This design comes from an exercise in tuning for small area on the open sky130 flow, not from production work.
Only simulation tests tie the RTL to the original design; equivalence was not proved.
Power is estimated from default activity; no workload was simulated.

==> flow/design.v (outline; a module is shown in full before it is edited, if it fits) <==
// module mult_x8_h10_p18_dis3: 8 lines
// module fir_ctrl: 1731 lines
// module fir_fa: 4 lines
// module fir_ha: 4 lines
// module fir_xnor2: 3 lines
// module fir_maj: 3 lines
// module fir_and2: 3 lines
// module fir_nand2: 3 lines
// module fir_or2: 3 lines
// module fir_inv: 3 lines
// module fir_ao22: 3 lines
module fir_ctrl
#(
    parameter   FIR_IN  = 16,
    parameter   FIR_OUT = 16
)
(
    input   wire                             sys_clk     ,
    input   wire                             sys_rst_n   ,
    input   signed  [FIR_IN  - 1:0]          data_in     ,
    input   wire                             data_valid  ,
    output  signed  [FIR_OUT - 1:0]          fir_out     ,
    output  wire                             fir_out_valid
);
  // ...
==> flow/flow/run.sh <==
#!/bin/bash
# The standard layout (standard.sh, unchanged synthesis) with two changes:
# a clock tree of fewer, larger clusters without dummy loads, and the smallest
# buffer for the port buffers. The full make output goes to standard.log here.
set -euo pipefail
bash standard.sh \
  "CTS_ARGS=-sink_clustering_enable -repair_clock_nets -dont_use_dummy_load -buf_list sky130_fd_sc_hd__clkbuf_16 -sink_clustering_size 30 -sink_clustering_max_diameter 100" \
  "BUFFER_PORTS_ARGS=-buffer_cell sky130_fd_sc_hd__buf_1" \
  finish > standard.log 2>&1
==> flow/standard.sh <==
#!/bin/bash
# synth_recipe.tcl (not shown) runs the flow's synth.tcl, then flattens the netlist and writes it again
# the make line also repeats each setting of config.mk as NAME=value (left out here)
make -C /OpenROAD-flow-scripts/flow DESIGN_CONFIG=/design/flow/config.mk WORK_HOME=/design/flow/orfs CLKGATE_MAP_FILE= SYNTH_SCRIPT=/design/flow/synth_recipe.tcl "${@:-finish}"
==> flow/config.mk <==
export PLATFORM = sky130hd
export DESIGN_NAME = fir_ctrl
export DESIGN_NICKNAME = fir_ctrl
export VERILOG_FILES = /design/flow/design.v
export SDC_FILE = /design/flow/constraint.sdc
export NUM_CORES = 4
export LEC_CHECK = 0
export CAP_MARGIN = 20
export CORE_MARGIN = 2
export CORE_UTILIZATION = 40
export SLEW_MARGIN = 20
export SYNTH_HIERARCHICAL = 1
==> flow/constraint.sdc <==
create_clock -name core_clock -period 10.0 [get_ports {sys_clk}]
set_input_delay 2.0000 -clock core_clock [delete_from_list [all_inputs] [get_ports {sys_clk}]]
set_output_delay 2.0000 -clock core_clock [all_outputs]
set_load 0.01 [all_outputs]
==> impl_metrics.tcl, run 1 <==
set metrics [dict create \
    synth_top_family_by_area "adder cells" \
    hpwl_um 37360 \
    rows 89 \
    numCtsBuffers 27 \
    multi_input_area_sq_mm 0.01061 \
    sequentialPower_uw 3300 \
    power_density_mw_per_mm2 392.2 \
    ys_top_cells_by_area "dfxtp_1 41%, fa_1 28%, dfrtp_1 14%" \
    insertion_delay_ns 0.60 \
    n_clock_buffer 27 \
    final_cell_mix "496 x dfxtp_1, 332 x fa_1, 203 x and2_1" \
    hold_violations 0 \
    tns_ns 0 \
    holdPathEnd "x11[15]" \
    regMostFlops "Y" \
    hp-class "reg2reg" \
    cts_tree "built" \
    synth-main-ff-cell "dfxtp_1" \
    cp_slowest_stage_delay_ns 0.63 \
    setup_ws_ns 0.9734 \
    tightest_slew_ns 1.093 \
    grtUsageMet2 0.2623 \
    design.seq.count 630 \
    vias 11400 \
    ys_seq_area_frac 0.5550 \
    async_reset_ff_frac 0.2127 \
    outcome "no timing/DRC/antenna violations" \
]
==> run 2, diff against run 1 <==
==> flow/run.sh (new file) <==
#!/bin/bash
# synth_recipe.tcl (not shown) runs the flow's synth.tcl, then flattens the netlist and writes it again
# the make line also repeats each setting of config.mk as NAME=value (left out here)
make -C /OpenROAD-flow-scripts/flow DESIGN_CONFIG=/design/flow/config.mk WORK_HOME=/design/flow/orfs CLKGATE_MAP_FILE= SYNTH_SCRIPT=/design/flow/synth_recipe.tcl finish
--- a/flow/config.mk
+++ b/flow/config.mk
@@ -8,5 +8,8 @@
 export CAP_MARGIN = 20
 export CORE_MARGIN = 2
 export CORE_UTILIZATION = 40
+export CTS_BUF_LIST = sky130_fd_sc_hd__clkbuf_8
+export CTS_CLUSTER_DIAMETER = 60
+export CTS_CLUSTER_SIZE = 16
 export SLEW_MARGIN = 20
 export SYNTH_HIERARCHICAL = 1
removed: flow/flow/run.sh
removed: flow/standard.sh
==> impl_metrics.tcl, run 2 <==
set metrics [dict create \
    nNetsFinal 2046 \
    path_cells "inv_1 > ha_1 > o21bai_1 > nand2_1 > buf_4 > and2_1 > or2_1 > fa_1 > fa_1 > fa_1 > fa_1 > fa_1 > ha_1 > fa_1 > fa_1 > fa_1 > fa_1 > fa_1 > fa_1 > fa_1 > fa_1 > fa_1 > inv_1 > a22o_1" \
    skew_ns 0.03746 \
    pin_count 36 \
    regMostFlops "Y" \
    power.total_uw 10440 \
    cts_tree "built" \
    yosysMostFrequentCell "dfxtp_1" \
    ys_top_cells_by_count "496 x dfxtp_1, 332 x fa_1, 203 x and2_1" \
    end_kind "register" \
    slowest_stage "fa_1" \
    worst-setup-path-type "reg2reg" \
    layout_commonest_cell "dfxtp_1" \
    numCtsBuffers 50 \
    cap_violations 0 \
    tightest_slew_ns 0.9385 \
    synthMuxAreaShare 0.0009410 \
    pwr-share-clk 0.133 \
    met3_length_um 2342 \
    avgViaCountPerCell 4.705 \
    p_switching_uw 3978 \
    drt-total-wl_um 50680 \
    async_reset_ff_frac 0.2127 \
    firstDrtPassIters 7 \
    fp.dieW_um 248.6 \
    grt_start_max_net_pins 94 \
    largest_reg_flops 26 \
    ir_worst_vdd_uv 280.9 \
    synth_area_sq_mm 0.02393 \
    outcome "no timing/DRC/antenna violations" \
    hold_violations 0 \
    ys_top_cells_by_area "dfxtp_1 41%, fa_1 28%, dfrtp_1 14%" \
    start_util 0.4048 \
    grtUsageTotal 0.1709 \
    grt_pass1_vias 13140 \
    hpwl_um 37690 \
    fmax_mhz 112.6 \
    cts_resized 0 \
    power_density_mw_per_mm2 396.2 \
    finalSetupViolCount 0 \
    worstPathArrival_ns 9.47 \
    gp_congestion 0.8500 \
    synth_top_area_share 0.4149 \
    rows 89 \
    clock_sinks 630 \
    synth_fa_ha_area_frac 0.3071 \
    cts_hold_buffers 0 \
    hp-class "reg2reg" \
    overflow 0 \
    intPower_uw 6461 \
    vias 11540 \
    synth.avg_cell_area_sq_um 15.51 \
    fin_crit_sh 0.8881 \
    routedLengthMet1_um 23380 \
    path_max_fanout 11 \
    synth-edff-count 0 \
    start_kind "register" \
    antenna_found_initial 4 \
    dieArea_sq_mm 0.06181 \
    insertion_delay_ns 0.67 \
    final_layout_size_suffix_gt1_frac 0.06317 \
    ant_nets 0 \
    worstPathRequired_ns 10.59 \
    die_h_um 248.6 \
    core-area_sq_mm 0.05913 \
    rsz0062_at_grt "false" \
    largest_registers "Y x26, W x24" \
    power_frac_seq 0.316 \
    num-fill-cells 5208 \
    finalMaxSlewViolations 0 \
    swShare 0.3811 \
    synth_compound_area_frac 0.04083 \
    utilization 0.4456 \
    synth.net_count 1943 \
    synth-simple-area-share 0.08223 \
    crit_path_frequent_cell "fa_1" \
    drc 0 \
    finalCriticalPeriod_ns 8.881 \
    yosys.area.top_type "dfxtp_1" \
    synth-main-ff-cell "dfxtp_1" \
    io_buffer_count 35 \
    post-cts-setup-buffers 0 \
    cts_root_buf "clkbuf_8" \
    synth_xor_xnor_area_share 0.01134 \
    tns_ns 0 \
    dr_wl_met2_um 23870 \
    maxSlewHeadroom 0.3701 \
    final_cell_mix "496 x dfxtp_1, 332 x fa_1, 203 x and2_1" \
    yosys_warnings 7 \
    top_layer_used "met4" \
    grt_pass1_wl_um 78990 \
    cp_slowest_stage_delay_ns 0.60 \
    yosys_register_bits 630 \
    ys_seq_area_frac 0.5550 \
    cts.htree.levels 2 \
    drt_iter0_markers 745 \
    cts_buffer_depth 3 \
    synth_cell_types 31 \
    area_growth_pct 10.09 \
    p_leak_uw 0.01103 \
    wl_per_cell_um 20.66 \
    comb_power_share 0.550 \
    synth_top_family_by_area "adder cells" \
    syn_inst 1543 \
    clkSlewWorstSetupHoldPaths_ns 0.10 \
]
[run 2: cell count changes in the layout (fill, tap and decap cells not counted), moves of 2 or more]
cell	previous run	this run
clkbuf_16	27	0
clkinv_4	0	2
inv_1	4	21
clkinvlp_4	0	2
buf_1	33	0
clkdlybuf4s50_1	0	33
clkbuf_8	0	56
inv_8	0	3
[run 2: final timing paths]
| check | from | end | slack [ns] | depth (start not counted) |
|---|---|---|---|---|
| max in group asynchronous | sys_rst_n | ph[8] | 7.43 | 2 |
| max reg2reg | fill[1] | W[19] | 1.12 | 24 |
| min | x2[13] | x3[13] | 0.32 | 0 |
| min reg2reg | x2[13] | x3[13] | 0.32 | 0 |
| max | fill[1] | W[19] | 1.12 | 24 |
| min in group asynchronous | sys_rst_n | pr[13] | 1.41 | 1 |
[run 2: modules after synthesis, one instance, submodules excluded]
| module | area (sq um) | cells inside | copies in the design |
|---|---|---|---|
| fir_ctrl | 13630 | 681 | 1 |
| fir_fa | 20.02 | 1 | 332 |
| fir_ha | 12.51 | 1 | 45 |
| fir_maj | 11.26 | 1 | 8 |
| fir_ao22 | 8.758 | 1 | 101 |
| fir_xnor2 | 8.758 | 1 | 28 |
| fir_and2 | 6.256 | 1 | 203 |
| fir_or2 | 6.256 | 1 | 25 |
| fir_inv | 3.754 | 1 | 2 |
| fir_nand2 | 3.754 | 1 | 118 |
[run 2: critical path, delay by kind of cell, from the launching register on]
family	cells	cell delay, ns
adders and majority gates	16	6.37
buffers and inverters	3	0.76
and+or+nand+nor	3	0.76
DFF	1	0.48
AOI/OAI and AO/OA	2	0.41
[run 2: metrics by stage]
stage	setup slack [ns]	cell area (sq um)	std cells	hold slack, ns
after floorplan	1.984	23930	1543	0.3096
after global placement	1.233	25370	2367	0.3096
after detailed placement	1.081	25370	2367	0.3121
after CTS	1.064	26340	2451	0.3211
after global routing	0.7813	26350	2452	0.3248
final	1.119	26350	2453	0.3199
[run 2: logic make-up (layout without fill, tap and decap cells)]
kind of cell,Yosys count,in the layout
xor+xnor,31,31
other cells,0,2
mux,2,2
simple gates,365,365
flops,630,630
compound gates,116,116
fa+ha+maj,389,389
buf+inv,10,145
[run 2: cell type report]
class / count / area [sq um] / share of cell area
Clock buffer: 56 / 770.7 / 0.02925
Antenna cell: 2 / 5.005 / 0.0001899
Multi-Input combinational cell: 903 / 10610 / 0.4026
Timing Repair Buffer: 56 / 504.2 / 0.01914
Tap cell: 773 / 967.2 / 0.03671
Inverter: 5 / 18.77 / 0.0007123
Clock inverter: 28 / 191.4 / 0.007265
Sequential cell: 630 / 13280 / 0.5042
[run 2: per-layer routing]
metal | track usage | up-vias
li1 | - | 5178
met1 | 0.2406 | 6100
met2 | 0.2738 | 198
met3 | 0.02858 | 65
met4 | 0.04952 | 0
met5 | 0 | -
[run 2: power by group through the flow]
| stage | clock, uW | sequential (uW) | combinational (uW) |
|---|---|---|---|
| after CTS | 1450 | 3310 | 5950 |
| after global placement | 0 | 3360 | 5610 |
| after detailed placement | 0 | 3360 | 5860 |
| final | 1390 | 3300 | 5750 |
| after floorplan | 0 | 3250 | 4210 |
| after global routing | 1540 | 3350 | 6640 |

static timing again, ports no longer ideal:
The results above use ideal ports. As a check the final layouts listed here were re-extracted and re-timed, cells and wires unchanged.
Step 1 sets driving cells, clkbuf_16 on the clock port and buf_2 on the other inputs (assumed; they add their load-dependent delay and slew).
Step 2, shift: input delay + t, output delay - t, t = (earliest + latest rising clock arrival at the registers) / 2. This alone moves slack from input paths to output paths.
a / b / c = no drivers / after step 1 / after step 2; a / b = the first two.
run	shift t [ns]	setup slack, ns	worst slew at a driven data input, ns
run 1	0.637	0.973 / 0.973 / 0.973	0.03
run 2	0.703	1.119 / 1.119 / 1.119	0.04
After both steps every run listed still meets setup and hold.
